Source: an optimization exercise on an open RTL-to-GDS flow (aim: small area). Production flows keep margins and buffers that such runs may drop. In this exercise RTL edits were held to simulation tests only and were not proved equivalent to the original. No activity file was given, so power comes from the tool's default toggle rates. The flow treats the clock pin as an ideal source, which a real chip does not have.

==> design.v <==
module router_fifo(clk,resetn,read_enb,write_enb,hdr_load,data_in,data_out,full,empty,soft_reset);
input clk,resetn,read_enb,write_enb,hdr_load;
input [7:0]data_in;
output reg [7:0]data_out;
output full,empty;
output soft_reset;
reg [7:0]mem[15:0];
reg [4:0]last;
reg [6:0]counter;
reg hdr;           
reg [4:0]timer;    
integer i;
assign empty = last[4];
assign full  = (last == 5'd15);
wire rd = read_enb && !empty;
wire wr = write_enb && !full;
wire [7:0] m1[7:0], m2[3:0], m3[1:0];
genvar g;
generate
	for(g=0;g<8;g=g+1) begin : l1
		assign m1[g] = last[0] ? mem[2*g+1] : mem[2*g];
	end
	for(g=0;g<4;g=g+1) begin : l2
		assign m2[g] = last[1] ? m1[2*g+1] : m1[2*g];
	end
	for(g=0;g<2;g=g+1) begin : l3
		assign m3[g] = last[2] ? m2[2*g+1] : m2[2*g];
	end
endgenerate
wire [7:0] head = last[3] ? m3[1] : m3[0];
assign soft_reset = (timer == 5'd30);
always@(posedge clk)
	if(!resetn || empty || read_enb)
		timer <= 5'd0;
	else if(timer == 5'd29)
		timer <= 5'd30;
	else if(timer == 5'd30)
		timer <= 5'd1;
	else
		timer <= timer + 5'd1;
always@(posedge clk)
	if(wr) begin
		mem[0] <= data_in;
		for(i=1;i<16;i=i+1)
			mem[i] <= mem[i-1];
	end
always@(posedge clk)
	if(!resetn || soft_reset) begin
		last <= 5'h1f;
		counter <= 7'd0;
		data_out <= 8'd0;
	end else begin
		if(wr && !rd)
			last <= last + 5'd1;
		else if(rd && !wr)
			last <= last - 5'd1;
		if(rd) begin
			if(hdr)
				counter <= head[7:2] + 7'd1;
			else if(counter != 7'd0)
				counter <= counter - 7'd1;
		end
		if(counter == 7'd0 && data_out != 8'd0)
			data_out <= 8'd0;
		else if(rd)
			data_out <= head;
	end
always@(posedge clk)
	if(!resetn)
		hdr <= 1'b0;
	else if(hdr_load)
		hdr <= 1'b1;
	else if(soft_reset || rd)
		hdr <= 1'b0;
endmodule
module router_fsm(clk,resetn,pkt_valid,data_in,empty,full,soft_rst,write_en,hdr_load,busy,err,d_out);
input clk,resetn,pkt_valid;
input [7:0]data_in;
input [2:0]empty,full,soft_rst;
output [2:0]write_en;
output [2:0]hdr_load;
output busy;
output reg err;
output reg [7:0]d_out;
localparam Decode_address=3'b000,
		  Load_first_data=3'b001,
		  Load_data=3'b010,
		  Fifo_full_state=3'b011,
		  Load_after_full=3'b100,
		  Load_parity=3'b101,
		  Check_parity_error=3'b110,
		  Wait_till_empty=3'b111;
reg [2:0]state,next_state;
reg [1:0]addr;
reg [7:0]full_byte;      
reg [7:0]parity_diff;    
reg parity_done,low_pkt_valid;
wire da  = (state==Decode_address);
wire lfd = (state==Load_first_data);
wire ld  = (state==Load_data);
wire laf = (state==Load_after_full);
wire cpe = (state==Check_parity_error);
wire [2:0] din_dec = {data_in[1:0]==2'd2, data_in[1:0]==2'd1, data_in[1:0]==2'd0};
wire [2:0] addr_dec = {addr==2'd2, addr==2'd1, addr==2'd0};
wire fifo_full = |(full & addr_dec);
wire sr_hit = |(soft_rst & din_dec);
assign hdr_load = lfd ? addr_dec : 3'b000;
assign write_en = (ld || laf || state==Load_parity) ? addr_dec : 3'b000;
assign busy = !(da || ld);
always@(*) begin
	next_state = state;
	case(state)
	Decode_address:
		if(pkt_valid && |din_dec)
			next_state = |(empty & din_dec) ? Load_first_data : Wait_till_empty;
	Load_first_data: next_state = Load_data;
	Load_data:
		if(fifo_full) next_state = Fifo_full_state;
		else if(!pkt_valid) next_state = Load_parity;
	Fifo_full_state:
		if(!fifo_full) next_state = Load_after_full;
	Load_after_full:
		if(parity_done) next_state = Decode_address;
		else if(low_pkt_valid) next_state = Load_parity;
		else next_state = Load_data;
	Load_parity: next_state = Check_parity_error;
	Check_parity_error:
		next_state = fifo_full ? Fifo_full_state : Decode_address;
	Wait_till_empty:
		if(|(empty & addr_dec)) next_state = Load_first_data;
	endcase
end
always@(posedge clk)
	if(!resetn || sr_hit)
		state <= Decode_address;
	else
		state <= next_state;
always@(posedge clk)
	if(da)
		addr <= data_in[1:0];
always@(posedge clk)
	if(da || (ld && !fifo_full))
		d_out <= data_in;
	else if(laf)
		d_out <= full_byte;
always@(posedge clk)
	if(ld)
		full_byte <= data_in;
wire take_parity = (ld && !pkt_valid && !fifo_full) || (laf && low_pkt_valid && !parity_done);
always@(posedge clk)
	if(cpe && !pkt_valid)
		parity_diff <= 8'd0;
	else if(lfd)
		parity_diff <= d_out;
	else if((ld && pkt_valid) || take_parity)
		parity_diff <= parity_diff ^ data_in;
always@(posedge clk)
	if(!resetn)
		parity_done <= 1'b0;
	else if(take_parity)
		parity_done <= 1'b1;
	else if(da)
		parity_done <= 1'b0;
always@(posedge clk)
	if(!resetn || cpe)
		low_pkt_valid <= 1'b0;
	else if(!pkt_valid && ld)
		low_pkt_valid <= 1'b1;
always@(posedge clk)
	if(!resetn)
		err <= 1'b0;
	else
		err <= parity_done && (parity_diff != 8'd0);
endmodule
module router_top(
input clk,resetn,read_enb_0,read_enb_1,read_enb_2,pkt_valid,
input [7:0]data_in,
output valid_out_0,valid_out_1,valid_out_2,error,busy,
output [7:0]data_out_0,data_out_1,data_out_2
);
wire [2:0] empty, full, soft_rst, write_en;
wire [7:0] data;
wire [2:0] hdr_load;
router_fsm fsm1(.clk(clk), .resetn(resetn), .pkt_valid(pkt_valid), .data_in(data_in),
  .empty(empty), .full(full), .soft_rst(soft_rst), .write_en(write_en),
  .hdr_load(hdr_load), .busy(busy), .err(error), .d_out(data));
router_fifo fifo1(.clk(clk), .resetn(resetn), .read_enb(read_enb_0), .write_enb(write_en[0]),
  .hdr_load(hdr_load[0]), .data_in(data), .data_out(data_out_0),
  .full(full[0]), .empty(empty[0]), .soft_reset(soft_rst[0]));
router_fifo fifo2(.clk(clk), .resetn(resetn), .read_enb(read_enb_1), .write_enb(write_en[1]),
  .hdr_load(hdr_load[1]), .data_in(data), .data_out(data_out_1),
  .full(full[1]), .empty(empty[1]), .soft_reset(soft_rst[1]));
router_fifo fifo3(.clk(clk), .resetn(resetn), .read_enb(read_enb_2), .write_enb(write_en[2]),
  .hdr_load(hdr_load[2]), .data_in(data), .data_out(data_out_2),
  .full(full[2]), .empty(empty[2]), .soft_reset(soft_rst[2]));
assign valid_out_0 = ~empty[0];
assign valid_out_1 = ~empty[1];
assign valid_out_2 = ~empty[2];
endmodule
==> run.sh <==
#!/bin/bash
# synth_recipe.tcl (not shown) runs the flow's synth.tcl, then flattens the netlist and writes it again
# the make line also repeats each setting of config.mk as NAME=value (left out here)
make -C /OpenROAD-flow-scripts/flow DESIGN_CONFIG=/design/flow/config.mk WORK_HOME=/design/flow/orfs CLKGATE_MAP_FILE= SYNTH_SCRIPT=/design/flow/synth_recipe.tcl finish
==> config.mk <==
export PLATFORM = sky130hd
export DESIGN_NAME = router_top
export DESIGN_NICKNAME = router_top
export VERILOG_FILES = /design/flow/design.v
export SDC_FILE = /design/flow/constraint.sdc
export NUM_CORES = 4
export LEC_CHECK = 0
export CAP_MARGIN = 20
export CORE_MARGIN = 2
export CORE_UTILIZATION = 40
export SLEW_MARGIN = 20
==> constraint.sdc <==
create_clock -name core_clock -period 5.0 [get_ports {clk}]
set_input_delay 1.0000 -clock core_clock [delete_from_list [all_inputs] [get_ports {clk}]]
set_output_delay 1.0000 -clock core_clock [all_outputs]
set_load 0.01 [all_outputs]
==> out/results.txt, run 1 <==
Clk pin slew, worst setup/hold paths - 0.06 ns
Layout area overhead - 13.2%
Crit path arrival time - 3.60 ns
Vias in the first global route - 11,601
Root Driver - clkbuf_16
Antenna Cells - 0
DR vias/cell - 5.51
Peak VDD IR - 0.367 mV
Vias - 11,578
Hold Crit Class - register to register
Synth warn - 3
CP Launch Type - register
Register bit total from synthesis - 494
Initial antenna violation count - 0
Share of layout cells above drive strength 1 - 15.7%
# nets final - 1,427
Final period utilization - 67.7%
CP max FO - 72
Global route overflow - 0
Synthesized Nets - 1,376
Post-route cell area - 23,500 sq um
Pwr/cell area - 520 nW/um^2
Dpl cell area - 21,800 sq um
Outcome - complete, no violations
CP max stage cell - buf_4
Max-Cap Viols - 0
First-pass GRT wire length - 66,000 um
Drt initial violations - 1,080
DRC violations left - 0
Worst slew margin - 27.1%
Clk sink count - 494
Total global-route track usage - 15.5%
Clock group share of total power - 30.2%
Setup Buffers After CTS - 0
Crit. End Element - register
H-tree Lvls - 2
Leak Pwr - 7.95 nW
Final setup vio count - 0
Clock Path Buffers - 3
Unique masters post-synth - 70
Switching Fraction - 29.1%
Avg Cell Area, Syn - 15.6 sq um
Internal - 8.65 mW
I/O Pins - 43
CP required - 5.22 ns
Switching pwr - 3.54 mW
Crit-path cells - nand2b_4 > nor2_4 > nor2_4 > nor3_4 > buf_4 > buf_4
Pre-antenna DRT Iters - 5
Post-synth EDFFs - 402
Placer Congestion - 0.819
Total CTS buffers - 50
Final HPWL DP - 25,500 um
Type of the worst setup path - register to register
Ys flop type - edfxtp_1
Logic gate share of total power - 20.7%
FMAX - 295 MHz
Row Count - 83
ANT nets after route - 0
Sequential share of the synthesized area - 67.1%
Die extent in y - 232 um
Clk Latency, worst-skew pair - 0.59 ns
Seq pwr share - 49.1%
Total wire length - 40,800 um
# port buffers - 42
TNS Setup - 0 ns
Ys async rst share - 0%
Clock skew - 0.0134 ns
CTS Hold Bufs - 0
Starting Density - 40.4%
Core Area - 51,300 sq um
Largest net degree at the start of global routing - 73
CTS tree - built
Synth Instances - 1,328
Die Area - 53,600 sq um
Post-Synthesis Cell Area - 20,700 sq um
Worst Tran Pin Value - 1.09 ns
Tmin final - 3.38 ns
Die Wd - 232 um
Cts repair resizes - 0
WL/cell - 19.4 um
Final hold viol count - 0
RSZ-0062 raised after global routing - false
Worst path max stage delay - 0.71 ns
Max Slew Vio Count - 0
[per-layer routing]
layer	GRT usage (%)	part of all wire, %	vias up
met5	0	0	-
met4	3.85	1.7	0
met3	3.01	4.5	62
met2	23.2	45	240
met1	23.2	49	5938
li1	-	-	5338
[worst paths after layout]
check / from / endpoint / slack, ns / cells after the start
max: fsm1.state[1] / fifo2.mem[12][6] / 1.62 / 6
min: fifo1.mem[12][5] / fifo1.mem[13][5] / 0.43 / 0
max reg2reg: fsm1.state[1] / fifo2.mem[12][6] / 1.62 / 6
min reg2reg: fifo1.mem[12][5] / fifo1.mem[13][5] / 0.43 / 0
[logic make-up (layout without fill, tap and decap cells)]
kind of cell    after synthesis  after routing  synth area share [%]
xor+xnor                     28             28                  1.18
flops                       494            494                  67.1
mux                         148            148                  13.2
simple gates                297            297                  6.88
compound gates              223            223                  6.88
buf+inv                     104            197                  2.58
fa+ha+maj                    34             34                  2.16
[sequential cells by signal (all words and copies together), names as in the netlist, 3 cells and up]
register	flops
fifo3.mem	128
fifo1.data_out	8
fsm1.parity_diff	8
fifo1.last	5
fifo3.timer	5
fifo2.data_out	8
fifo2.mem	128
fifo2.last	5
fsm1.state	3
fifo2.timer	5
fifo3.last	5
fifo3.counter	7
fifo3.data_out	8
fifo1.counter	7
fifo1.mem	128
fsm1.d_out	8
fifo1.timer	5
fifo2.counter	7
fsm1.full_byte	8
[cells in the mapped netlist (4+ instances only)]
cell type  count  area share, %
buf_4          9           0.33
nor4_1         5           0.15
buf_1          4          0.072
mux4_1         9            1.1
xnor2_1       10           0.42
o221ai_1       4           0.17
a31oi_1       22           0.66
nand2_1      102            1.8
or3_1          5           0.15
nand2b_1      13           0.39
a221oi_1       8           0.34
nor3_1        28           0.68
buf_2         13           0.31
dfxtp_1       92            8.9
buf_6          9           0.49
a21o_1         5           0.18
edfxtp_1     402             58
inv_1         37           0.67
mux4_2        86            9.3
mux2i_1       39            1.9
o22ai_1        5           0.15
o211ai_1      18           0.65
o21a_1         5           0.18
nand4_1       13           0.39
a311oi_1       6           0.25
a21oi_1       74            1.8
or4_1          4           0.14
nor2_1        63            1.1
a22oi_1       13           0.47
nand3_1       26           0.63
nor2b_1        9           0.27
and2_1         7           0.21
and3_1         9           0.27
o21ai_0       33           0.80
ha_1          31            1.9
xor2_1        18           0.76
a211oi_1       5           0.18
mux2_2        12           0.65
o21ai_1        4          0.097
clkbuf_1      28           0.51
[area by class of cell]
cell class / instances / area (sq um)
clock inverters: 25 / 214
inverters: 39 / 146
multi-input cells: 730 / 6350
well taps: 680 / 851
clock buffers: 69 / 1390
repair buffers: 64 / 586
flip-flops and latches: 494 / 13900
fillers: 4439 / 27800
[critical path, delay by kind of cell (launching register included)]
family	cells	cell delay, ns
buffers and inverters	2	1.42
flip-flops	1	0.64
AND/OR/NAND/NOR	4	0.83
[cell usage in the layout, fill, tap and decap left out, types with 9 or more instances in the layout]
| cell type | instances |
|---|---|
| edfxtp_1 | 402 |
| nand2_1 | 102 |
| dfxtp_1 | 88 |
| mux4_2 | 86 |
| a21oi_1 | 73 |
| nor2_1 | 60 |
| clkbuf_16 | 51 |
| clkdlybuf4s50_1 | 42 |
| mux2i_1 | 39 |
| inv_1 | 35 |
| o21ai_0 | 33 |
| ha_1 | 30 |
| nor3_1 | 26 |
| nand3_1 | 26 |
| a31oi_1 | 22 |
| buf_4 | 22 |
| xor2_1 | 18 |
| o211ai_1 | 18 |
| a22oi_1 | 13 |
| nand4_1 | 13 |
| clkbuf_1 | 13 |
| mux2_2 | 12 |
| nand2b_1 | 12 |
| clkinv_2 | 11 |
| xnor2_1 | 10 |
| mux4_1 | 9 |
| and3_1 | 9 |
[power by group through the flow]
| stage | sequential (mW) | combinational, mW | clock [mW] |
|---|---|---|---|
| finish | 5.99 | 2.53 | 3.68 |
| global route | 6.09 | 2.79 | 3.95 |
| CTS | 6.00 | 2.56 | 3.78 |
| detailed placement | 6.06 | 2.55 | 0 |
| global placement | 6.04 | 2.50 | 0 |
| floorplan | 5.80 | 2.07 | 0 |
[through the flow]
| step | utilization (%) | std cells | hold slack (ns) | setup slack [ns] | total power [mW] |
|---|---|---|---|---|---|
| after floorplan | - | 1328 | 0.417 | -0.814 | 7.87 |
| after global placement | 42.6 | 2007 | 0.424 | 1.13 | 8.54 |
| after detailed placement | 42.6 | 2007 | 0.424 | 1.08 | 8.61 |
| after CTS | 45.7 | 2101 | 0.440 | 1.59 | 12.3 |
| after global routing | 45.7 | 2101 | 0.445 | 1.35 | 12.8 |
| final | 45.7 | 2101 | 0.434 | 1.62 | 12.2 |
==> run 2, diff against run 1 <==
--- a/design.v
+++ b/design.v
@@ -6,7 +6,8 @@
 output soft_reset;
 reg [7:0]mem[15:0];
 reg [4:0]last;
-reg [6:0]counter;
+reg cnt_zero;      
+reg [5:0]cnt;      
 reg hdr;           
 reg [4:0]timer;    
 integer i;
@@ -28,16 +29,14 @@
 	end
 endgenerate
 wire [7:0] head = last[3] ? m3[1] : m3[0];
-assign soft_reset = (timer == 5'd30);
+assign soft_reset = (timer == 5'b10000);
 always@(posedge clk)
 	if(!resetn || empty || read_enb)
-		timer <= 5'd0;
-	else if(timer == 5'd29)
-		timer <= 5'd30;
-	else if(timer == 5'd30)
-		timer <= 5'd1;
+		timer <= 5'b00000;
+	else if(soft_reset)
+		timer <= 5'b00001;
 	else
-		timer <= timer + 5'd1;
+		timer <= {timer[3:0], ~(timer[4] ^ timer[2])};
 always@(posedge clk)
 	if(wr) begin
 		mem[0] <= data_in;
@@ -47,24 +46,23 @@
 always@(posedge clk)
 	if(!resetn || soft_reset) begin
 		last <= 5'h1f;
-		counter <= 7'd0;
+		cnt_zero <= 1'b1;
 		data_out <= 8'd0;
 	end else begin
 		if(wr && !rd)
 			last <= last + 5'd1;
 		else if(rd && !wr)
 			last <= last - 5'd1;
-		if(rd) begin
-			if(hdr)
-				counter <= head[7:2] + 7'd1;
-			else if(counter != 7'd0)
-				counter <= counter - 7'd1;
-		end
-		if(counter == 7'd0 && data_out != 8'd0)
+		if(rd)
+			cnt_zero <= !hdr && (cnt_zero || cnt == 6'd0);
+		if(cnt_zero && data_out != 8'd0)
 			data_out <= 8'd0;
 		else if(rd)
 			data_out <= head;
 	end
+always@(posedge clk)
+	if(rd)
+		cnt <= hdr ? head[7:2] : cnt - 6'd1;
 always@(posedge clk)
 	if(!resetn)
 		hdr <= 1'b0;
--- a/config.mk
+++ b/config.mk
@@ -8,4 +8,7 @@
 export CAP_MARGIN = 20
 export CORE_MARGIN = 2
 export CORE_UTILIZATION = 40
+export CTS_BUF_LIST = sky130_fd_sc_hd__clkbuf_16
+export CTS_CLUSTER_DIAMETER = 100
+export CTS_CLUSTER_SIZE = 32
 export SLEW_MARGIN = 20
==> out/results.txt, run 2 <==
Outcome - complete, no violations
Max Slew Vio Count - 0 (unchanged)
Clk pin slew, worst setup/hold paths - 0.12 ns (+0.06 ns)
Synth Instances - 1,127 (-15%)
Setup WS pre-CTS - 1.37 ns (+0.285 ns)
Register bit total from synthesis - 494 (unchanged)
Leak Pwr - 7.07 nW (-11%)
Switching Fraction - 28.6% (-0.43 points)
Logic gate share of total power - 22.3% (+1.6 points)
Row Count - 81 (-2.4%)
Internal - 7.48 mW (-13%)
Crit path arrival time - 3.81 ns (+0.21 ns)
Max-Cap Viols - 0 (unchanged)
Starting Density - 40.5% (+0.089 points)
PnR worst setup slack - 1.36 ns (-0.252 ns)
Tmin final - 3.64 ns (+0.252 ns)
Clk sink count - 494 (unchanged)
Final HPWL DP - 22,000 um (-14%)
# nets final - 1,183 (-17%)
Final setup vio count - 0 (unchanged)
Cts repair resizes - 0 (unchanged)
Area leader, netlist - edfxtp_1
Met2 Use GR - 20.4% (-2.8 points)
Post-route cell area - 21,600 sq um (-8.1%)
Post-Synthesis Cell Area - 19,800 sq um (-4.6%)
Ys flop type - edfxtp_1
Switching pwr - 3.00 mW (-15%)
Top-count cell post-synth - edfxtp_1
Global route overflow - 0 (unchanged)
Reg-to-reg slack, setup - 1.36 ns (-0.25 ns)
Reg-to-Reg Start - fsm1.state[0]
Pwr/cell area - 486 nW/um^2 (-6.4%)
Vias in the first global route - 9,611 (-17%)
CP Launch Type - register
Initial antenna violation count - 3 (+3)
Dpl cell area - 20,900 sq um (-4.2%)
Die Area - 51,200 sq um (-4.5%)
Root Driver - clkbuf_16
DRC violations left - 0 (unchanged)
Hold endpoint - fifo3.mem[15][7]
Total CTS buffers - 20 (-60%)
CP required - 5.18 ns (-0.04 ns)
Met1 track demand over resource - 21.4% (-1.8 points)
Avg Cell Area, Syn - 17.5 sq um (+12%)
CTS tree - built
Largest net degree at the start of global routing - 86 (+18%)
Crit. End Element - register
Worst slew margin - 30.3% (+3.1 points)
Sequential share of the synthesized area - 71.3% (+4.1 points)
Ys async rst share - 0% (unchanged)
Share of the synthesized area in the top cell type - 63.8% (+5.5 points)
ANT nets after route - 0 (unchanged)
Worst-case reg-to-reg path depth - 6 (unchanged)
Min Hold Slack - 0.411 ns (-0.0230 ns)
Top Usage Layer GRT - met1
# port buffers - 42 (unchanged)
Type of the worst setup path - register to register
PnR Total Power - 10.5 mW (-14%)
RSZ-0062 raised after global routing - false
WL/cell - 19.2 um (-1.1%)
Worst Tran Pin Value - 1.05 ns (-0.0418 ns)
Post-synth top cells - edfxtp_1, mux4_2, nand2_1, dfxtp_1, a21oi_1
Core Area - 48,800 sq um (-4.8%)
First-pass GRT wire length - 55,700 um (-16%)
Clock Path Buffers - 3 (unchanged)
CTS Hold Bufs - 0 (unchanged)
Most common cell after layout, fill and taps aside - edfxtp_1
FF+latch area - 14,100 sq um (+1.3%)
Total wire length - 35,100 um (-14%)
Hold Crit Start - fifo3.mem[14][7]
Final period utilization - 72.7% (+5.0 points)
Clock group share of total power - 19.5% (-11 points)
FMAX - 275 MHz (-6.9%)
H-tree Lvls - 1 (-1)
Post-synth EDFFs - 420 (+4.5%)
Multi-input logic area - 5400 sq um (-15%)
Clock skew - 0.0510 ns (+0.0376 ns)
Seq pwr share - 58.2% (+9.1 points)
Synth top area cells - edfxtp_1, mux4_2, dfxtp_1, nand2_1, a21oi_1
Top flop regs - fifo1.mem x128, fifo2.mem x128, fifo3.mem x128
Peak VDD IR - 0.283 mV (-23%)
Die extent in y - 226 um (-2.3%)
Clk Latency, worst-skew pair - 0.56 ns (-0.03 ns)
Drt initial violations - 768 (-29%)
Unique masters post-synth - 54 (-23%)
Hold Crit Class - register to register
Vias - 9,628 (-17%)
CP max FO - 65 (-9.7%)
Final hold viol count - 0 (unchanged)
Setup Buffers After CTS - 0 (unchanged)
Layout area overhead - 9.04%
Synthesized Nets - 1,162 (-16%)
Antenna Cells - 0 (unchanged)
Total global-route track usage - 13.9% (-1.6 points)
Share of layout cells above drive strength 1 - 16.2% (+0.49 points)
Pre-antenna DRT Iters - 5 (unchanged)
Met3 Use GR - 2.80% (-0.22 points)
Die Wd - 226 um (-2.3%)
WHS Path Cells - 0 (unchanged)
FF-to-FF End - fifo1.mem[15][4]
DR vias/cell - 5.27 (-4.3%)
Synth warn - 3 (unchanged)
Commonest non-fill, non-tap cells in the layout - edfxtp_1, mux4_2, nand2_1
Fillers - 4,263 (-4.0%)
Placer Congestion - 0.791 (-3.4%)
I/O Pins - 43 (unchanged)
## run 2: cell count changes in the layout (fill, tap and decap cells not counted), moves of 15 or more
cell,before,now
nor2b_1,8,27
nand3_1,26,5
mux4_2,86,108
o21ai_0,33,49
clkbuf_16,51,21
mux2i_1,39,21
edfxtp_1,402,420
nor3_1,26,5
a31oi_1,22,7
dfxtp_1,88,70
nor2_1,60,16
a21oi_1,73,51
## run 2: per-stage QoR
| step | TNS (ns) | util, % | cells |
|---|---|---|---|
| 2_1_floorplan | -108.56 | - | 1127 |
| 3_3_place_gp | 0 | 42.8 | 1790 |
| 3_5_place_dp | 0 | 42.8 | 1790 |
| 4_1_cts | 0 | 44.1 | 1826 |
| 5_1_grt | 0 | 44.1 | 1826 |
| 6_report | 0 | 44.1 | 1826 |
## run 2: cell type report
class                      count  share of cell area [%]
timing repair buffer          56                    2.44
clock inverter                15                   0.540
inverter                      18                   0.313
clock buffer                  21                    2.44
tap                          664                    3.85
multi-input combinational    558                    25.0
sequential                   494                    65.4
## run 2: layer usage
layer  share of wire (%)  up-vias  routed length [um]
met5               0.094        -                  33
met4                 1.3        4                 441
met3                 5.9       28                2070
met2                  44      206               15400
met1                  49     4960               17200
li1                    -     4430                   -
## run 2: cell families (layout without fill, tap and decap cells)
family / after synthesis / after routing / synth area share (%)
compound gates: 148 / 148 / 4.32
xor+xnor: 32 / 32 / 1.42
fa+ha+maj: 21 / 21 / 1.44
buf+inv: 75 / 110 / 1.94
flops: 494 / 494 / 71.3
mux: 138 / 138 / 13.9
simple gates: 219 / 219 / 5.73
## run 2: worst max path at each step
stage / cells after the start / slack, ns / startpoint / endpoint
2_1_floorplan: 13 / -2.19 / fsm1.state[1] / fifo1.last[4]
3_3_place_gp: 6 / 1.46 / fsm1.state[0] / fifo1.mem[3][4]
3_5_place_dp: 6 / 1.37 / fsm1.state[0] / fifo1.mem[4][4]
4_1_cts: 6 / 1.34 / fsm1.state[0] / fifo1.mem[12][4]
5_1_grt: 6 / 1.09 / fsm1.state[0] / fifo1.mem[6][7]
6_report: 6 / 1.36 / fsm1.state[0] / fifo1.mem[15][4]
## run 2: worst max-delay path, stage by stage (launching register included)
cell,delay [ns]
dfxtp_1,0.54
or2b_4,0.38
nor2_4,0.29
nor2_4,0.12
nor4_4,0.37
buf_4,0.70
buf_4,0.76
## run 2: power by group through the flow
stage	clock, mW	sequential, mW	combinational [mW]
global route	2.26	6.21	2.57
floorplan	0	5.96	1.98
global placement	0	6.17	2.35
CTS	2.14	6.12	2.39
detailed placement	0	6.19	2.39
finish	2.05	6.10	2.34
==> run 3, diff against run 2 <==
--- a/config.mk
+++ b/config.mk
@@ -9,6 +9,6 @@
 export CORE_MARGIN = 2
 export CORE_UTILIZATION = 40
 export CTS_BUF_LIST = sky130_fd_sc_hd__clkbuf_16
-export CTS_CLUSTER_DIAMETER = 100
-export CTS_CLUSTER_SIZE = 32
+export CTS_CLUSTER_DIAMETER = 80
+export CTS_CLUSTER_SIZE = 25
 export SLEW_MARGIN = 20
==> out/results.txt, run 3 <==
Outcome - complete, no violations
Drt initial violations - 901 (+17%)
Worst path max stage delay - 0.75 ns (about the same)
Hold Crit Class - register to register
Commonest non-fill, non-tap cells in the layout - edfxtp_1, mux4_2, nand2_1
CP top delay family - buffers and inverters
Final hold viol count - 0 (unchanged)
Synth top area cells - edfxtp_1, mux4_2, dfxtp_1, nand2_1, a21oi_1
CP Launch Type - register
Crit-path cells - or2b_4 > nor2_4 > nor2_4 > nor4_4 > buf_4 > buf_4
Setup Buffers After CTS - 0 (unchanged)
Post-synth EDFFs - 420 (unchanged)
Clk Latency, worst-skew pair - 0.59 ns (+0.03 ns)
Area leader, netlist - edfxtp_1
Total global-route track usage - 14.1% (+0.18 points)
Starting Density - 40.5% (unchanged)
Unique masters post-synth - 54 (unchanged)
Largest net degree at the start of global routing - 86 (unchanged)
Final period utilization - 72.4% (-0.27 points)
TNS Setup - 0 ns (unchanged)
Final HPWL DP - 22,000 um (unchanged)
Crit path arrival time - 3.83 ns (+0.02 ns)
WL/cell - 19.2 um (about the same)
Final setup vio count - 0 (unchanged)
# port buffers - 42 (unchanged)
Cts repair resizes - 0 (unchanged)
Die Area - 51,200 sq um (unchanged)
PnR worst setup slack - 1.38 ns (+0.0136 ns)
Leak Pwr - 7.18 nW (+1.5%)
Vias - 9,720 (+0.96%)
Share of the synthesized area in the top cell type - 63.8% (unchanged)
CP required - 5.21 ns (+0.03 ns)
Clock skew - 0.0350 ns (-0.0160 ns)
Layout area overhead - 10.4%
Clock Path Buffers - 3 (unchanged)
Placer Congestion - 0.791 (unchanged)
Pwr/cell area - 501 nW/um^2 (+3.0%)
Final cell utilization of the core - 44.7% (+0.55 points)
Crit. End Element - register
RSZ-0062 raised after global routing - false
FMAX - 276 MHz (+0.38%)
Share of layout cells above drive strength 1 - 17.4% (+1.3 points)
First-pass GRT wire length - 56,300 um (+1.1%)
Worst Tran Pin Value - 1.05 ns (+0.00552 ns)
Most common cell after layout, fill and taps aside - edfxtp_1
Max Slew Vio Count - 0 (unchanged)
Ys async rst share - 0% (unchanged)
Vias in the first global route - 9,693 (+0.85%)
Clk pin slew, worst setup/hold paths - 0.10 ns (-0.02 ns)
Post-synth top cells - edfxtp_1, mux4_2, nand2_1, dfxtp_1, a21oi_1
Max-Cap Viols - 0 (unchanged)
Type of the worst setup path - register to register
Row Count - 81 (unchanged)
Die Wd - 226 um (unchanged)
Register bit total from synthesis - 494 (unchanged)
Synthesized Nets - 1,162 (unchanged)
Synth Instances - 1,127 (unchanged)
Post-Synthesis Cell Area - 19,800 sq um (unchanged)
Pre-antenna DRT Iters - 6 (+1)
# nets final - 1,190 (+0.59%)
ANT nets after route - 0 (unchanged)
Min Hold Slack - 0.414 ns (+0.00264 ns)
Total wire length - 35,400 um (+0.89%)
Root Driver - clkbuf_16
Total CTS buffers - 27 (+35%)
PnR Total Power - 10.9 mW (+4.2%)
Ys flop type - edfxtp_1
CTS Hold Bufs - 0 (unchanged)
Peak VDD IR - 0.282 mV (-0.49%)
Worst slew margin - 29.9% (-0.37 points)
Tmin final - 3.62 ns (-0.0136 ns)
Clk sink count - 494 (unchanged)
Core Area - 48,800 sq um (unchanged)
CP max stage cell - buf_4
Top flop regs - fifo1.mem x128, fifo2.mem x128, fifo3.mem x128
Top-count cell post-synth - edfxtp_1
DRC violations left - 0 (unchanged)
Global route overflow - 0 (unchanged)
Initial antenna violation count - 3 (unchanged)
CTS tree - built
Sequential share of the synthesized area - 71.3% (unchanged)
I/O Pins - 43 (unchanged)
Setup WS pre-CTS - 1.37 ns (unchanged)
Synth warn - 3 (unchanged)
DR vias/cell - 5.28 (+0.13%)
Avg Cell Area, Syn - 17.5 sq um (unchanged)
CP bufs+invs - 2 (unchanged)
CP max FO - 65 (unchanged)
H-tree Lvls - 1 (unchanged)
Die extent in y - 226 um (unchanged)
-- run 3: layout make-up --
cell class	count	area, sq um
fillers	4230	27000
multi-input cells	558	5400
inverters	18	67.6
diodes	1	2.50
clock buffers	30	751
flip-flops and latches	494	14100
repair buffers	56	526
clock inverters	20	155
well taps	664	831
-- run 3: worst paths after layout --
path | from | endpoint | slack [ns] | cells past startpoint
worst max-delay path | fsm1.state[0] | fifo1.mem[9][7] | 1.38 | 6
worst min register to register | fifo3.mem[8][7] | fifo3.mem[9][7] | 0.41 | 0
worst min-delay path | fifo3.mem[8][7] | fifo3.mem[9][7] | 0.41 | 0
worst max register to register | fsm1.state[0] | fifo1.mem[9][7] | 1.38 | 6
-- run 3: per-stage QoR --
| stage | cell area [sq um] | instances |
|---|---|---|
| after floorplan | 19900 | 1127 |
| after global placement | 20900 | 1790 |
| after detailed placement | 20900 | 1790 |
| after CTS | 21800 | 1840 |
| after global routing | 21800 | 1840 |
| final | 21800 | 1841 |
-- run 3: cell families after synthesis --
family                   share of synthesized area, %
multiplexers                                     13.9
flip-flops                                       71.3
AND/OR/NAND/NOR                                  5.73
adder cells (fa/ha/maj)                          1.44
XOR/XNOR                                         1.42
buffers and inverters                            1.94
AO/OA/AOI/OAI                                    4.32
-- run 3: where the power goes --
group	internal (mW)	switching, mW	total, mW
Combinational	1.09	1.26	2.34
Clock	1.13	1.36	2.49
Sequential	5.57	0.526	6.10
Total	7.79	3.14	10.9
-- run 3: metal layers --
metal,routed length (um),vias to the layer above,part of all wire [%],global-route usage (%)
met4,527,4,1.5,2.70
met1,17300,4998,49,21.7
met5,29,-,0.082,0
met2,15400,220,44,20.6
li1,-,4460,-,-
met3,2090,38,5.9,3.08
==> run 4, diff against run 3 <==
==> flow/run.sh (new file) <==
#!/bin/bash
# Standard ORFS layout with two changes: the port buffers use the smallest
# buffer, and clock tree synthesis inserts no dummy loads.
set -euo pipefail
export BUFFER_PORTS_ARGS="-buffer_cell sky130_fd_sc_hd__buf_1"
export CTS_ARGS="-sink_clustering_enable -repair_clock_nets -sink_clustering_size 32 -sink_clustering_max_diameter 100 -buf_list sky130_fd_sc_hd__clkbuf_16 -dont_use_dummy_load"
bash standard.sh > standard.log 2>&1
==> standard.sh (new file) <==
#!/bin/bash
# synth_recipe.tcl (not shown) runs the flow's synth.tcl, then flattens the netlist and writes it again
# the make line also repeats each setting of config.mk as NAME=value (left out here)
make -C /OpenROAD-flow-scripts/flow DESIGN_CONFIG=/design/flow/config.mk WORK_HOME=/design/flow/orfs CLKGATE_MAP_FILE= SYNTH_SCRIPT=/design/flow/synth_recipe.tcl "${@:-finish}"
--- a/config.mk
+++ b/config.mk
@@ -9,6 +9,6 @@
 export CORE_MARGIN = 2
 export CORE_UTILIZATION = 40
 export CTS_BUF_LIST = sky130_fd_sc_hd__clkbuf_16
-export CTS_CLUSTER_DIAMETER = 80
-export CTS_CLUSTER_SIZE = 25
+export CTS_CLUSTER_DIAMETER = 100
+export CTS_CLUSTER_SIZE = 32
 export SLEW_MARGIN = 20
removed: run.sh
==> out/results.txt, run 4 <==
FF-to-FF End - fifo1.mem[8][4]
Top flop regs - fifo1.mem x128, fifo2.mem x128, fifo3.mem x128
Share of layout cells above drive strength 1 - 16.0% (-1.4 points)
WL/cell - 19.5 um (+1.4%)
Placer Congestion - 0.789 (-0.21%)
Total wire length - 35,300 um (-0.23%)
Total global-route track usage - 14.1% (+0.015 points)
Peak VDD IR - 0.247 mV (-12%)
Commonest non-fill, non-tap cells in the layout - edfxtp_1, mux4_2, nand2_1
Clock Path Buffers - 3 (unchanged)
Hold Crit Class - register to register
Top-count cell post-synth - edfxtp_1
Die Wd - 226 um (unchanged)
DRC violations left - 0 (unchanged)
Worst-case reg-to-reg path depth - 6 (unchanged)
Die extent in y - 226 um (unchanged)
Layout area overhead - 7.09%
Pwr/cell area - 488 nW/um^2 (-2.5%)
Avg Cell Area, Syn - 17.5 sq um (unchanged)
Clock skew - 0.102 ns (+0.0666 ns)
Most common cell after layout, fill and taps aside - edfxtp_1
Post-Synthesis Cell Area - 19,800 sq um (unchanged)
Clk sink count - 494 (unchanged)
CTS Hold Bufs - 0 (unchanged)
Final hold viol count - 0 (unchanged)
Synth Instances - 1,127 (unchanged)
Post-synth top cells - edfxtp_1, mux4_2, nand2_1, dfxtp_1, a21oi_1
Worst slew margin - 43.5% (+14 points)
CP top delay family - buffers and inverters
Sequential share of the synthesized area - 71.3% (unchanged)
Final HPWL DP - 21,800 um (-0.78%)
Hold endpoint - fifo3.mem[5][1]
CP Launch Type - register
I/O Pins - 43 (unchanged)
Synth top area cells - edfxtp_1, mux4_2, dfxtp_1, nand2_1, a21oi_1
Die Area - 51,200 sq um (unchanged)
H-tree Lvls - 1 (unchanged)
CTS tree - built
Max Slew Vio Count - 0 (unchanged)
Synthesized Nets - 1,162 (unchanged)
Core Area - 48,800 sq um (unchanged)
Worst path max stage delay - 0.74 ns (about the same)
CP bufs+invs - 2 (unchanged)
Vias - 9,565 (-1.6%)
Reg-to-reg slack, setup - 1.33 ns (-0.05 ns)
CP required - 5.10 ns (-0.11 ns)
Row Count - 81 (unchanged)
Register bit total from synthesis - 494 (unchanged)
Max-Cap Viols - 0 (unchanged)
Leak Pwr - 6.87 nW (-4.3%)
DR vias/cell - 5.28 (about the same)
Type of the worst setup path - register to register
Unique masters post-synth - 54 (unchanged)
Largest net degree at the start of global routing - 94 (+9.3%)
Global route overflow - 0 (unchanged)
Vias in the first global route - 9,479 (-2.2%)
Post-synth EDFFs - 420 (unchanged)
FMAX - 272 MHz (-1.4%)
Cts repair resizes - 0 (unchanged)
CP max FO - 65 (unchanged)
Clk Latency, worst-skew pair - 0.58 ns (about the same)
Crit path arrival time - 3.78 ns (-0.05 ns)
Reg-to-Reg Start - fsm1.state[0]
# port buffers - 42 (unchanged)
Total CTS buffers - 20 (-26%)
Placed Cells - 1,791 (+0.056%)
Crit-path cells - or2b_4 > nor2_4 > nor2_4 > nor4_4 > buf_4 > buf_4
Drt initial violations - 890 (-1.2%)
Area leader, netlist - edfxtp_1
Initial antenna violation count - 7 (+4)
WHS Path Cells - 0 (unchanged)
CP max stage cell - buf_4
TNS Setup - 0 ns (unchanged)
Worst Tran Pin Value - 0.847 ns (-0.204 ns)
Root Driver - clkbuf_16
Ys flop type - edfxtp_1
Setup Buffers After CTS - 0 (unchanged)
Share of the synthesized area in the top cell type - 63.8% (unchanged)
Outcome - complete, no violations
Hold Crit Start - fifo3.mem[4][1]
Non-filler instance count after layout - 1,812 (-1.6%)
Crit. End Element - register
RSZ-0062 raised after global routing - false
Pre-antenna DRT Iters - 5 (-1)
Crit path from - fsm1.state[0]
Starting Density - 40.5% (unchanged)
Clk pin slew, worst setup/hold paths - 0.12 ns (+0.02 ns)
Final period utilization - 73.5% (+1.1 points)
Ys async rst share - 0% (unchanged)
Synth warn - 3 (unchanged)
ANT nets after route - 0 (unchanged)
Final setup vio count - 0 (unchanged)
First-pass GRT wire length - 56,400 um (+0.20%)
# nets final - 1,184 (-0.50%)
Tmin final - 3.67 ns (+0.0526 ns)
-- run 4: cell counts after synthesis --
No cell type changed its count.
-- run 4: cell type report --
class	instances	area (sq um)
fill	4336	27700
antenna	1	2.50
clock buffer	20	500
inverter	18	67.6
multi-input combinational	558	5400
timing repair buffer	57	278
tap	664	831
sequential	494	14100
-- run 4: cell families after synthesis --
| kind of cell | Yosys count | share of synthesized area, % |
|---|---|---|
| AOI/OAI and AO/OA | 148 | 4.32 |
| xor gates and xnor gates | 32 | 1.42 |
| adders and majority gates | 21 | 1.44 |
| buffers and inverters | 75 | 1.94 |
| DFF | 494 | 71.3 |
| muxes | 138 | 13.9 |
| and+or+nand+nor | 219 | 5.73 |
-- run 4: worst reg2reg max path, stage by stage, from the launching register on --
cell and delay (ns):
dfxtp_1 0.56, or2b_4 0.39, nor2_4 0.28, nor2_4 0.13, nor4_4 0.36, buf_4 0.71
buf_4 0.74
-- run 4: metrics by stage --
step	power (mW)	util (%)	instance area [sq um]	hold WS (ns)	worst slack (ns)
5_1_grt	10.9	43.3	21200	0.333	1.05
3_3_place_gp	8.53	42.3	20700	0.424	1.50
3_5_place_dp	8.57	42.3	20700	0.428	1.42
4_1_cts	10.5	43.3	21200	0.334	1.31
2_1_floorplan	7.94	-	19900	0.421	-2.19
6_report	10.3	43.3	21200	0.338	1.33
-- run 4: layer usage --
| metal | global-route usage (%) | routed length, um | vias up |
|---|---|---|---|
| li1 | - | - | 4416 |
| met1 | 22.2 | 17900 | 4965 |
| met2 | 20.4 | 15300 | 137 |
| met3 | 2.84 | 1500 | 37 |
| met4 | 2.31 | 495 | 10 |
| met5 | 0 | 69 | - |
-- run 4: worst max-delay path by stage --
stage / end / slack [ns] / depth (start not counted)
floorplan: fifo1.last[4] / -2.19 / 13
global placement: fifo1.mem[6][7] / 1.50 / 6
detailed placement: fifo1.mem[8][7] / 1.42 / 6
CTS: fifo1.mem[8][4] / 1.31 / 6
global route: fifo1.mem[7][4] / 1.05 / 6
finish: fifo1.mem[8][4] / 1.33 / 6
-- run 4: where the power goes --
| part | internal [mW] | switching [mW] | total [mW] |
|---|---|---|---|
| Combinational | 1.07 | 1.27 | 2.34 |
| Clock | 0.727 | 1.18 | 1.90 |
| Sequential | 5.57 | 0.525 | 6.10 |
| Total | 7.36 | 2.97 | 10.3 |
==> run 5, diff against run 4 <==
--- a/design.v
+++ b/design.v
@@ -148,8 +148,8 @@
 always@(posedge clk)
 	if(cpe && !pkt_valid)
 		parity_diff <= 8'd0;
-	else if(lfd)
-		parity_diff <= d_out;
+	else if(da)
+		parity_diff <= data_in;
 	else if((ld && pkt_valid) || take_parity)
 		parity_diff <= parity_diff ^ data_in;
 always@(posedge clk)
==> flow/run.sh (replaced) <==
#!/bin/bash
# The standard ORFS layout with three changes:
#  - synthesis maps logic with an area-oriented ABC script (flow/area.abc);
#  - the port buffers are the smallest buffer, buf_1;
#  - floorplan removes synthesis buffers instead of repairing timing on
#    wire-load estimates;
#  - clock tree synthesis clusters up to 32 sinks and inserts no dummy loads.
set -euo pipefail
HERE=$(pwd)
export OWN_ABC_SCRIPT="$HERE/flow/area.abc"
export BUFFER_PORTS_ARGS="-buffer_cell sky130_fd_sc_hd__buf_1"
export REMOVE_ABC_BUFFERS=1
export CTS_ARGS="-sink_clustering_enable -repair_clock_nets -sink_clustering_size 32 -sink_clustering_max_diameter 100 -buf_list sky130_fd_sc_hd__clkbuf_16 -dont_use_dummy_load"
cat flow/synth_head.tcl synth_recipe.tcl > own_synth.tcl
sed "s|SYNTH_SCRIPT=[^ ]*|SYNTH_SCRIPT=$HERE/own_synth.tcl|" standard.sh > own_standard.sh
grep -q "SYNTH_SCRIPT=$HERE/own_synth.tcl" own_standard.sh
bash own_standard.sh > standard.log 2>&1
==> flow/area.abc (new file) <==
strash
dch -f
amap -m -F 4 -A 8
==> flow/synth_head.tcl (new file) <==
# Prepended to synth_recipe.tcl: the technology mapping uses flow/area.abc
# (area-oriented mapping) in place of ORFS's speed script. Nothing else in
# the synthesis changes.
proc abc {args} {
  set i [lsearch -exact $args -script]
  if { $i >= 0 } { lset args [expr {$i + 1}] $::env(OWN_ABC_SCRIPT) }
  yosys abc {*}$args
}
==> out/results.txt, run 5 <==
Largest net degree at the start of global routing - 81 (-14%)
Cts repair resizes - 0 (unchanged)
Top-count cell post-synth - edfxtp_1
Clk Latency, worst-skew pair - 0.57 ns (about the same)
Vias - 11,649 (+22%)
Core Area - 46,800 sq um (-4.3%)
Placer Congestion - 0.847 (+7.3%)
Initial antenna violation count - 0 (-7)
Synth warn - 3 (unchanged)
Unique masters post-synth - 39 (-28%)
Fillers - 4,157 (-4.1%)
Max Slew Vio Count - 0 (unchanged)
Pwr/cell area - 534 nW/um^2 (+9.4%)
Placed Cells - 1,916 (+7.0%)
Worst slew margin - 31.8% (-12 points)
Clock Path Buffers - 3 (unchanged)
Drt initial violations - 1,461 (+64%)
Pre-antenna DRT Iters - 7 (+2)
Antenna Cells - 0 (-1)
CP max FO - 80 (+23%)
Non-filler instance count after layout - 1,935 (+6.8%)
Clk pin slew, worst setup/hold paths - 0.12 ns (about the same)
Post-Synthesis Cell Area - 19,000 sq um (-3.8%)
Most common cell after layout, fill and taps aside - edfxtp_1
Die Wd - 222 um (-1.9%)
WL/cell - 20.5 um (+5.3%)
Layout area overhead - 8.37%
Synth top area cells - edfxtp_1, dfxtp_1, o221ai_1, a22oi_1, o21ai_0
Hold Crit Class - register to register
# nets final - 1,365 (+15%)
Die Area - 49,300 sq um (-3.8%)
DR vias/cell - 6.02 (+14%)
Final period utilization - 73.7% (+0.21 points)
Dpl cell area - 20,100 sq um (-2.6%)
RSZ-0062 raised after global routing - false
Peak VDD IR - 0.423 mV (+71%)
Tmin final - 3.69 ns (+0.0104 ns)
Root Driver - clkbuf_16
Sequential share of the synthesized area - 74.1% (+2.8 points)
Vias in the first global route - 11,095 (+17%)
FMAX - 271 MHz (-0.28%)
Ys flop type - edfxtp_1
Clock skew - 0.0471 ns (-0.0545 ns)
Global route overflow - 0 (unchanged)
I/O Pins - 43 (unchanged)
Area leader, netlist - edfxtp_1
Total wire length - 39,700 um (+12%)
CP required - 5.18 ns (+0.08 ns)
CTS Hold Bufs - 0 (unchanged)
Leak Pwr - 6.20 nW (-9.8%)
Setup Buffers After CTS - 0 (unchanged)
DRC violations left - 0 (unchanged)
Final hold viol count - 0 (unchanged)
Share of layout cells above drive strength 1 - 3.69% (-12 points)
Post-synth EDFFs - 420 (unchanged)
Crit. End Element - register
Ys async rst share - 0% (unchanged)
Synth Instances - 1,243 (+10%)
Post-synth top cells - edfxtp_1, o221ai_1, o21ai_0, dfxtp_1, a21oi_1
# port buffers - 42 (unchanged)
Total CTS buffers - 19 (-5.0%)
Row Count - 79 (-2.5%)
Die extent in y - 222 um (-1.9%)
Avg Cell Area, Syn - 15.3 sq um (-13%)
Final setup vio count - 0 (unchanged)
ANT nets after route - 0 (unchanged)
Total global-route track usage - 15.7% (+1.7 points)
First-pass GRT wire length - 63,300 um (+12%)
Top flop regs - fifo1.mem x128, fifo2.mem x128, fifo3.mem x128
Outcome - complete, no violations
Max-Cap Viols - 0 (unchanged)
Type of the worst setup path - register to register
CTS tree - built
Register bit total from synthesis - 494 (unchanged)
H-tree Lvls - 1 (unchanged)
Starting Density - 40.7% (+0.20 points)
Share of the synthesized area in the top cell type - 66.3% (+2.5 points)
CP Launch Type - register
Commonest non-fill, non-tap cells in the layout - edfxtp_1, o221ai_1, o21ai_0
Final HPWL DP - 24,200 um (+11%)
Worst Tran Pin Value - 1.02 ns (+0.176 ns)
Crit path arrival time - 3.86 ns (+0.08 ns)
Clk sink count - 494 (unchanged)
Post-route cell area - 20,600 sq um (-2.7%)
==> run 5: area by class of cell <==
cell class / count / area [sq um] / share of cell area (%)
repair buffers: 66 / 338 / 1.64
inverters: 69 / 259 / 1.26
flip-flops and latches: 494 / 14100 / 68.4
multi-input cells: 680 / 4680 / 22.7
well taps: 607 / 759 / 3.69
clock buffers: 19 / 475 / 2.31
==> run 5: stage by stage <==
stage	util (%)	hold slack [ns]	worst slack [ns]	TNS [ns]	power [mW]
detailed placement	43.1	0.414	1.33	0	9.24
global route	44.1	0.447	1.01	0	11.6
finish	44.1	0.428	1.31	0	11.0
global placement	43.1	0.408	1.44	0	9.17
CTS	44.1	0.423	1.35	0	11.1
floorplan	-	0.403	-7.78	-2491.99	8.27
==> run 5: report_power, final <==
part           internal [mW]  leakage [nW]  total (mW)  switching (mW)
sequential              5.54          4.42        6.01           0.471
combinational           1.03          1.54        3.14            2.11
clock                  0.693         0.234        1.86            1.17
==> run 5: cells by family (layout without fill, tap and decap cells) <==
| logic type | after synthesis | count (layout) | share of synthesized area, % |
|---|---|---|---|
| buffers and inverters | 69 | 154 | 1.36 |
| adder cells (fa/ha/maj) | 21 | 21 | 1.50 |
| XOR/XNOR | 3 | 3 | 0.138 |
| AND/OR/NAND/NOR | 154 | 154 | 3.64 |
| AO/OA/AOI/OAI | 502 | 502 | 19.3 |
| flip-flops | 494 | 494 | 74.1 |
==> run 5: worst paths after layout <==
path / start / to / slack [ns] / cells past startpoint
worst max register to register: fsm1.state[0] / fifo3.mem[15][0] / 1.31 / 7
worst min-delay path: fifo3.timer[3] / fifo3.timer[4] / 0.43 / 2
worst min register to register: fifo3.timer[3] / fifo3.timer[4] / 0.43 / 2
worst max-delay path: fsm1.state[0] / fifo3.mem[15][0] / 1.31 / 7
==> run 5: critical path, cell delays in order (launching register included) <==
cell and delay [ns]:
dfxtp_1 0.35, clkinv_1 0.12, nand2_1 0.08, nor2_1 0.61
a21oi_1 0.29, nor3_2 0.38, buf_4 0.57, buf_4 0.87
==> run 5: layer usage <==
metal	global-route usage (%)	vias to the layer above	part of all wire, %
li1	-	5394	-
met1	24.6	5843	48
met2	23.7	374	45
met3	1.55	38	5.4
met4	3.57	0	1.5
met5	0	-	0
==> run 6, diff against run 5 <==
==> flow/run.sh (replaced) <==
#!/bin/bash
# The standard ORFS layout with three changes:
#  - synthesis maps logic with an area-oriented ABC script (flow/area.abc);
#  - the port buffers are the smallest buffer, buf_1;
#  - clock tree synthesis clusters up to 32 sinks and inserts no dummy loads.
set -euo pipefail
HERE=$(pwd)
export OWN_ABC_SCRIPT="$HERE/flow/area.abc"
export BUFFER_PORTS_ARGS="-buffer_cell sky130_fd_sc_hd__buf_1"
export CTS_ARGS="-sink_clustering_enable -repair_clock_nets -sink_clustering_size 32 -sink_clustering_max_diameter 100 -buf_list sky130_fd_sc_hd__clkbuf_16 -dont_use_dummy_load"
cat flow/synth_head.tcl synth_recipe.tcl > own_synth.tcl
sed "s|SYNTH_SCRIPT=[^ ]*|SYNTH_SCRIPT=$HERE/own_synth.tcl|" standard.sh > own_standard.sh
grep -q "SYNTH_SCRIPT=$HERE/own_synth.tcl" own_standard.sh
bash own_standard.sh > standard.log 2>&1
==> out/results.txt, run 6 <==
Outcome - complete, no violations
Final period utilization - 69.5% (-4.2 points)
CP max FO - 47 (-41%)
Worst path max stage delay - 0.74 ns (-0.13 ns)
Die Area - 49,300 sq um (unchanged)
Global route overflow - 0 (unchanged)
Final cell utilization of the core - 44.5% (+0.42 points)
Avg Cell Area, Syn - 15.3 sq um (unchanged)
Largest net degree at the start of global routing - 92 (+14%)
PnR worst setup slack - 1.53 ns (+0.211 ns)
CP top delay family - simple AND/OR/NAND/NOR gates
Antenna Cells - 0 (unchanged)
CP Launch Type - register
Root Driver - clkbuf_16
Layout area overhead - 9.40%
FMAX - 288 MHz (+6.1%)
Type of the worst setup path - register to register
Met3 Use GR - 2.03% (+0.48 points)
Setup WS pre-CTS - 1.48 ns (+0.153 ns)
Final hold viol count - 0 (unchanged)
Share of the synthesized area in the top cell type - 66.3% (unchanged)
Total wire length - 39,200 um (-1.2%)
H-tree Lvls - 1 (unchanged)
DRC violations left - 0 (unchanged)
Register bit total from synthesis - 494 (unchanged)
Met1 track demand over resource - 24.3% (-0.34 points)
# nets final - 1,366 (+0.073%)
Hold Crit Class - register to register
Fillers - 4,148 (-0.22%)
Top-count cell post-synth - edfxtp_1
Leak Pwr - 6.26 nW (+1.0%)
Crit. End Element - register
CTS tree - built
CP bufs+invs - 3 (unchanged)
Post-synth top cells - edfxtp_1, o221ai_1, o21ai_0, dfxtp_1, a21oi_1
Sequential share of the synthesized area - 74.1% (unchanged)
Initial antenna violation count - 0 (unchanged)
Peak VDD IR - 0.342 mV (-19%)
I/O Pins - 43 (unchanged)
Share of layout cells above drive strength 1 - 5.34% (+1.7 points)
Synthesized Nets - 1,278
Die Wd - 222 um (unchanged)
Crit-path cells - clkinv_8 > nor4_1 > a222oi_1 > clkinv_1 > nor2_1 > nor2_1 > clkinv_1 > o22a_1
Max Slew Vio Count - 0 (unchanged)
Starting Density - 40.7% (unchanged)
Top Usage Layer GRT - met1
Clk sink count - 494 (unchanged)
WL/cell - 20.3 um (-1.3%)
Core Area - 46,800 sq um (unchanged)
RSZ-0062 raised after global routing - false
Area leader, netlist - edfxtp_1
Met2 Use GR - 22.8% (-0.84 points)
CP required - 5.29 ns (+0.11 ns)
Cts repair resizes - 0 (unchanged)
Worst Tran Pin Value - 0.894 ns (-0.129 ns)
Clock Path Buffers - 3 (unchanged)
Vias in the first global route - 11,024 (-0.64%)
Synth top area cells - edfxtp_1, dfxtp_1, o221ai_1, a22oi_1, o21ai_0
Synth warn - 3 (unchanged)
Clock skew - 0.0422 ns (-0.00486 ns)
Post-synth EDFFs - 420 (unchanged)
Most common cell after layout, fill and taps aside - edfxtp_1
First-pass GRT wire length - 62,500 um (-1.3%)
Ys async rst share - 0% (unchanged)
Post-Synthesis Cell Area - 19,000 sq um (unchanged)
Worst slew margin - 40.4% (+8.6 points)
Clk Latency, worst-skew pair - 0.56 ns (about the same)
Max-Cap Viols - 0 (unchanged)
Ys flop type - edfxtp_1
TNS Setup - 0 ns (unchanged)
PnR Total Power - 11.1 mW (+0.94%)
Drt initial violations - 1,363 (-6.7%)
ANT nets after route - 0 (unchanged)
Die extent in y - 222 um (unchanged)
Total global-route track usage - 15.5% (-0.22 points)
Total CTS buffers - 20 (+1)
Setup Buffers After CTS - 0 (unchanged)
Final HPWL DP - 23,800 um (-1.7%)
Tmin final - 3.47 ns (-0.211 ns)
DR vias/cell - 5.98 (-0.74%)
Placer Congestion - 0.809 (-4.4%)
Crit path arrival time - 3.76 ns (-0.10 ns)
Unique masters post-synth - 39 (unchanged)
Top flop regs - fifo1.mem x128, fifo2.mem x128, fifo3.mem x128
CTS Hold Bufs - 0 (unchanged)
Final setup vio count - 0 (unchanged)
Vias - 11,569 (-0.69%)
Clk pin slew, worst setup/hold paths - 0.12 ns (about the same)
Pre-antenna DRT Iters - 5 (-2)
# port buffers - 42 (unchanged)
Synth Instances - 1,243 (unchanged)
Commonest non-fill, non-tap cells in the layout - edfxtp_1, o221ai_1, o21ai_0
Pwr/cell area - 534 nW/um^2 (about the same)
Row Count - 79 (unchanged)
CP max stage cell - dfxtp_4
-- run 6: cell count changes in the layout (fill, tap and decap cells not counted), sizes merged --
cell    delta
clkbuf     +1
-- run 6: layout make-up --
class                      count  area (sq um)  share of cell area, %
timing repair buffer          66           362                   1.74
inverter                      69           318                   1.53
clock buffer                  20           500                   2.41
tap                          607           759                   3.65
sequential                   494         14100                   67.8
multi-input combinational    680          4750                   22.8
-- run 6: final timing paths --
kind	start	endpoint	slack (ns)	depth (start not counted)
worst max-delay path	fifo1.last[1]	fsm1.d_out[4]	1.53	8
worst min-delay path	fifo3.mem[13][6]	fifo3.mem[14][6]	0.41	0
worst max register to register	fifo1.last[1]	fsm1.d_out[4]	1.53	8
worst min register to register	fifo3.mem[13][6]	fifo3.mem[14][6]	0.41	0
-- run 6: through the flow --
stage                     hold slack, ns  instance area, sq um  cells
after detailed placement           0.419                 20300   1915
after floorplan                    0.403                 19200   1243
after global placement             0.410                 20300   1915
after global routing               0.431                 20800   1936
final                              0.413                 20800   1936
after CTS                          0.425                 20800   1935
-- run 6: cells by family (layout without fill, tap and decap cells) --
group | Yosys count | after routing | synth area share [%]
compound gates | 502 | 502 | 19.3
flops | 494 | 494 | 74.1
simple gates | 154 | 154 | 3.64
buf+inv | 69 | 155 | 1.36
fa+ha+maj | 21 | 21 | 1.50
xor+xnor | 3 | 3 | 0.138
-- run 6: routing by layer --
metal,wire (um),vias up,part of all wire [%]
met5,0,-,0
met4,665,0,1.7
met3,2240,41,5.7
met2,17400,363,44
met1,19000,5753,48
li1,-,5412,-
-- run 6: where the power goes --
part	total (mW)	switching, mW	internal, mW
registers	6.20	0.662	5.54
clock network	1.89	1.17	0.727
logic	3.01	1.95	1.07
total	11.1	3.77	7.34
-- run 6: worst register-to-register path: stages, from the launching register on --
cell,delay [ns]
dfxtp_4,0.74
clkinv_8,0.33
nor4_1,0.65
a222oi_1,0.32
clkinv_1,0.12
nor2_1,0.06
nor2_1,0.37
clkinv_1,0.36
o22a_1,0.25
==> run 7, diff against run 6 <==
--- a/design.v
+++ b/design.v
@@ -81,13 +81,13 @@
 output reg err;
 output reg [7:0]d_out;
 localparam Decode_address=3'b000,
-		  Load_first_data=3'b001,
-		  Load_data=3'b010,
-		  Fifo_full_state=3'b011,
-		  Load_after_full=3'b100,
-		  Load_parity=3'b101,
-		  Check_parity_error=3'b110,
-		  Wait_till_empty=3'b111;
+		  Load_first_data=3'b011,
+		  Load_data=3'b101,
+		  Fifo_full_state=3'b100,
+		  Load_after_full=3'b110,
+		  Load_parity=3'b111,
+		  Check_parity_error=3'b010,
+		  Wait_till_empty=3'b001;
 reg [2:0]state,next_state;
 reg [1:0]addr;
 reg [7:0]full_byte;      
--- a/flow/run.sh
+++ b/flow/run.sh
@@ -2,11 +2,14 @@
 # The standard ORFS layout with three changes:
 #  - synthesis maps logic with an area-oriented ABC script (flow/area.abc);
 #  - the port buffers are the smallest buffer, buf_1;
+#  - floorplan removes synthesis buffers instead of repairing timing on
+#    wire-load estimates;
 #  - clock tree synthesis clusters up to 32 sinks and inserts no dummy loads.
 set -euo pipefail
 HERE=$(pwd)
 export OWN_ABC_SCRIPT="$HERE/flow/area.abc"
 export BUFFER_PORTS_ARGS="-buffer_cell sky130_fd_sc_hd__buf_1"
+export REMOVE_ABC_BUFFERS=1
 export CTS_ARGS="-sink_clustering_enable -repair_clock_nets -sink_clustering_size 32 -sink_clustering_max_diameter 100 -buf_list sky130_fd_sc_hd__clkbuf_16 -dont_use_dummy_load"
 cat flow/synth_head.tcl synth_recipe.tcl > own_synth.tcl
 sed "s|SYNTH_SCRIPT=[^ ]*|SYNTH_SCRIPT=$HERE/own_synth.tcl|" standard.sh > own_standard.sh
--- a/config.mk
+++ b/config.mk
@@ -5,10 +5,10 @@
 export SDC_FILE = /design/flow/constraint.sdc
 export NUM_CORES = 4
 export LEC_CHECK = 0
-export CAP_MARGIN = 20
+export CAP_MARGIN = 10
 export CORE_MARGIN = 2
-export CORE_UTILIZATION = 40
+export CORE_UTILIZATION = 60
 export CTS_BUF_LIST = sky130_fd_sc_hd__clkbuf_16
 export CTS_CLUSTER_DIAMETER = 100
 export CTS_CLUSTER_SIZE = 32
-export SLEW_MARGIN = 20
+export SLEW_MARGIN = 10
==> out/results.txt, run 7 <==
Share of layout cells above drive strength 1 - 4.16% (-1.2 points)
CTS Hold Bufs - 0 (unchanged)
Largest net degree at the start of global routing - 91 (-1.1%)
Logic gate share of total power - 9.6% (-18 points)
CP required - 5.22 ns (-0.07 ns)
Cts repair resizes - 0 (unchanged)
Final HPWL DP - 23,000 um (-3.5%)
ANT nets after route - 0 (unchanged)
Final cell utilization of the core - 64.8% (+20 points)
Placer Congestion - 0.784 (-3.2%)
Antenna Cells - 0 (unchanged)
Min Hold Slack - 0.416 ns (+0.00254 ns)
Max-Cap Viols - 0 (unchanged)
Synth top area cells - edfxtp_1, dfxtp_1, o221ai_1, a21oi_1, o21ai_0
Vias in the first global route - 10,921 (-0.93%)
Post-synth EDFFs - 420 (unchanged)
CTS tree - built
Share of the synthesized area in the top cell type - 66.6% (+0.32 points)
Clk Latency, worst-skew pair - 0.55 ns (about the same)
DR vias/cell - 6.71 (+12%)
Total global-route track usage - 23.3% (+7.8 points)
Clk sink count - 494 (unchanged)
Drt initial violations - 1,149 (-16%)
Max layer used - met5
Hold Crit Class - register to register
Max Slew Vio Count - 0 (unchanged)
Final hold viol count - 0 (unchanged)
Pre-antenna DRT Iters - 5 (unchanged)
CP max stage cell - dfxtp_1
FMAX - 277 MHz (-3.9%)
Routed wl met2 - 16,900 um (-2.6%)
Top-count cell post-synth - edfxtp_1
Die extent in y - 182 um (-18%)
Worst path max stage delay - 0.79 ns (+0.05 ns)
Crit path arrival time - 3.83 ns (+0.07 ns)
CP Launch Type - register
RSZ-0062 raised after global routing - false
Total wire length - 38,400 um (-2.2%)
Multi-input logic area - 4610 sq um (-2.9%)
Routed length on met1 - 18,400 um (-2.9%)
Hold endpoint - fifo2.timer[1]
Clock Path Buffers - 3 (unchanged)
Commonest non-fill, non-tap cells in the layout - edfxtp_1, o221ai_1, a21oi_1
Crit. End Element - register
I/O Pins - 43 (unchanged)
Top flop regs - fifo1.mem x128, fifo2.mem x128, fifo3.mem x128
# nets final - 1,361 (-0.37%)
WHS Path Cells - 1 (+1)
Seq pwr share - 65.6% (+9.8 points)
Layout area overhead - 7.29%
Row Count - 65 (-18%)
Core Area - 31,300 sq um (-33%)
Post-synth top cells - edfxtp_1, o221ai_1, a21oi_1, o21ai_0, dfxtp_1
Tmin final - 3.62 ns (+0.141 ns)
Setup Buffers After CTS - 0 (unchanged)
Most common cell after layout, fill and taps aside - edfxtp_1
Crit-path cells - clkinv_1 > nor3_1 > a222oi_1 > a21oi_1 > clkinv_1 > or2_0
Fillers - 2,284 (-45%)
Ys flop type - edfxtp_1
Clk pin slew, worst setup/hold paths - 0.12 ns (about the same)
WL/cell - 22.2 um (+9.8%)
FF+latch area - 14,100 sq um (-0.11%)
Switching Fraction - 24.0% (-10 points)
Area leader, netlist - edfxtp_1
Vias - 11,568 (-0.0086%)
Die Wd - 182 um (-18%)
Clock group share of total power - 24.8% (+7.8 points)
Final period utilization - 72.3% (+2.8 points)
Pwr/cell area - 363 nW/um^2 (-32%)
Internal - 5.60 mW (-24%)
DRC violations left - 0 (unchanged)
First-pass GRT wire length - 61,400 um (-1.9%)
Worst-case reg-to-reg path depth - 6 (-2)
Initial antenna violation count - 1 (+1)
Worst Tran Pin Value - 1.15 ns (+0.253 ns)
Reg-to-reg slack, setup - 1.38 ns (-0.14 ns)
# port buffers - 42 (unchanged)
H-tree Lvls - 1 (unchanged)
Switching pwr - 1.77 mW (-53%)
Clock skew - 0.0576 ns (+0.0154 ns)
Most Frequent Cell on Critical Path - clkinv_1
Peak VDD IR - 0.327 mV (-4.4%)
Synth Instances - 1,232 (-0.88%)
Type of the worst setup path - register to register
Outcome - complete, no violations
Die Area - 33,000 sq um (-33%)
Leak Pwr - 6.15 nW (-1.9%)
Sequential share of the synthesized area - 74.5% (+0.36 points)
Worst slew margin - 23.6% (-17 points)
CP max FO - 17 (-64%)
FF-to-FF End - fsm1.d_out[1]
Register bit total from synthesis - 494 (unchanged)
Starting Density - 60.4% (+20 points)
Hold Crit Start - fifo2.timer[0]
Avg Cell Area, Syn - 15.4 sq um (+0.41%)
Unique masters post-synth - 41 (+5.1%)
Reg-to-Reg Start - fifo1.last[1]
Root Driver - clkbuf_16
Total CTS buffers - 19 (-5.0%)
Post-Synthesis Cell Area - 18,900 sq um (-0.48%)
Synth warn - 3 (unchanged)
Metal3 WL - 2320 um (+3.6%)
Global route overflow - 0 (unchanged)
Final setup vio count - 0 (unchanged)
PnR Total Power - 7.38 mW (-34%)
Ys async rst share - 0% (unchanged)
## run 7: cell count changes after synthesis, sizes merged, moves of 12 or more
cell,before,now
a22oi,61,36
nand2,42,30
a21oi,71,92
o22a,49,15
o221ai,92,116
a221oi,34,48
## run 7: cells by family (layout without fill, tap and decap cells)
kind of cell | after synthesis | after routing | share of synthesized area (%)
xor gates and xnor gates | 3 | 3 | 0.139
DFF | 494 | 494 | 74.5
adders and majority gates | 23 | 23 | 1.64
buffers and inverters | 64 | 154 | 1.27
AOI/OAI and AO/OA | 503 | 503 | 19.1
and+or+nand+nor | 145 | 145 | 3.43
## run 7: per-layer routing
layer	global-route usage [%]	vias to the layer above
met3	3.17	44
met1	37.6	5762
met5	0	-
li1	-	5380
met4	4.88	2
met2	34.3	380
## run 7: power by group through the flow
stage | logic [mW] | registers (mW) | clock network [mW]
after floorplan | 0.494 | 4.87 | 0
after global placement | 0.689 | 4.93 | 0
after detailed placement | 0.706 | 4.93 | 0
after CTS | 0.711 | 4.84 | 1.88
after global routing | 0.795 | 4.86 | 2.00
final | 0.709 | 4.84 | 1.83
## run 7: how the worst max path moves through the flow
stage | startpoint | slack [ns] | cells past startpoint | end
after floorplan | fifo2.last[0] | -7.89 | 12 | fifo2.last[4]
after global placement | fifo1.last[1] | 1.51 | 6 | fsm1.d_out[6]
after detailed placement | fifo1.last[1] | 1.47 | 6 | fsm1.d_out[6]
after CTS | fifo1.last[1] | 1.43 | 6 | fsm1.d_out[6]
after global routing | fifo1.last[1] | 1.10 | 6 | fsm1.d_out[1]
final | fifo1.last[1] | 1.38 | 6 | fsm1.d_out[1]
## run 7: metrics by stage
step / worst slack (ns) / cell area (sq um) / TNS, ns / cells
2_1_floorplan: -7.89 / 18900 / -2519.86 / 1232
3_3_place_gp: 1.51 / 19800 / 0 / 1705
3_5_place_dp: 1.47 / 19800 / 0 / 1705
4_1_cts: 1.43 / 20300 / 0 / 1724
5_1_grt: 1.10 / 20300 / 0 / 1724
6_report: 1.38 / 20300 / 0 / 1724
## run 7: final cells by class
type                    instances  share of cell area [%]
multi-input cells             674                    22.7
flip-flops and latches        494                    69.4
well taps                     402                    2.48
inverters                      64                    1.18
clock buffers                  19                    2.34
repair buffers                 71                    1.85
## run 7: worst max-delay path: cells and delay by family (launching register included)
kind	cells	cell delay (ns)
AO/OA/AOI/OAI	2	0.84
buffers and inverters	2	0.63
flip-flops	1	0.79
AND/OR/NAND/NOR	2	1.02

==> separate check: timing with driven ports <==
The results above use ideal ports. As a check the final layouts listed here were re-extracted and re-timed, cells and wires unchanged.
Step 1 sets driving cells, clkbuf_16 on the clock port and buf_2 on the other inputs (assumed; they add their load-dependent delay and slew).
Step 2 also shifts input and output timing later by t, the mid clock arrival at the registers, as if the neighbouring blocks saw the same clock.
Three values: no drivers, after step 1, after step 2; two values: the first two.
| run | shift t [ns] | slack for setup (ns) | worst slew at a driven data input, ns |
|---|---|---|---|
| run 1 | 0.638 | 1.616 / 1.616 / 1.023 | 0.12 |
| run 2 | 0.589 | 1.364 / 1.364 / 1.364 | 0.08 |
| run 3 | 0.628 | 1.378 / 1.378 / 1.378 | 0.08 |
| run 4 | 0.577 | 1.325 / 1.325 / 1.325 | 0.08 |
| run 5 | 0.601 | 1.315 / 1.315 / 1.299 | 0.04 |
| run 6 | 0.595 | 1.526 / 1.526 / 1.526 | 0.04 |
| run 7 | 0.573 | 1.384 / 1.384 / 1.384 | 0.04 |
After both steps setup and hold are still met in every run listed. The setup slack of run 1, which loses most, moves by 0.000 ns with the drivers and by -0.593 ns with both steps.
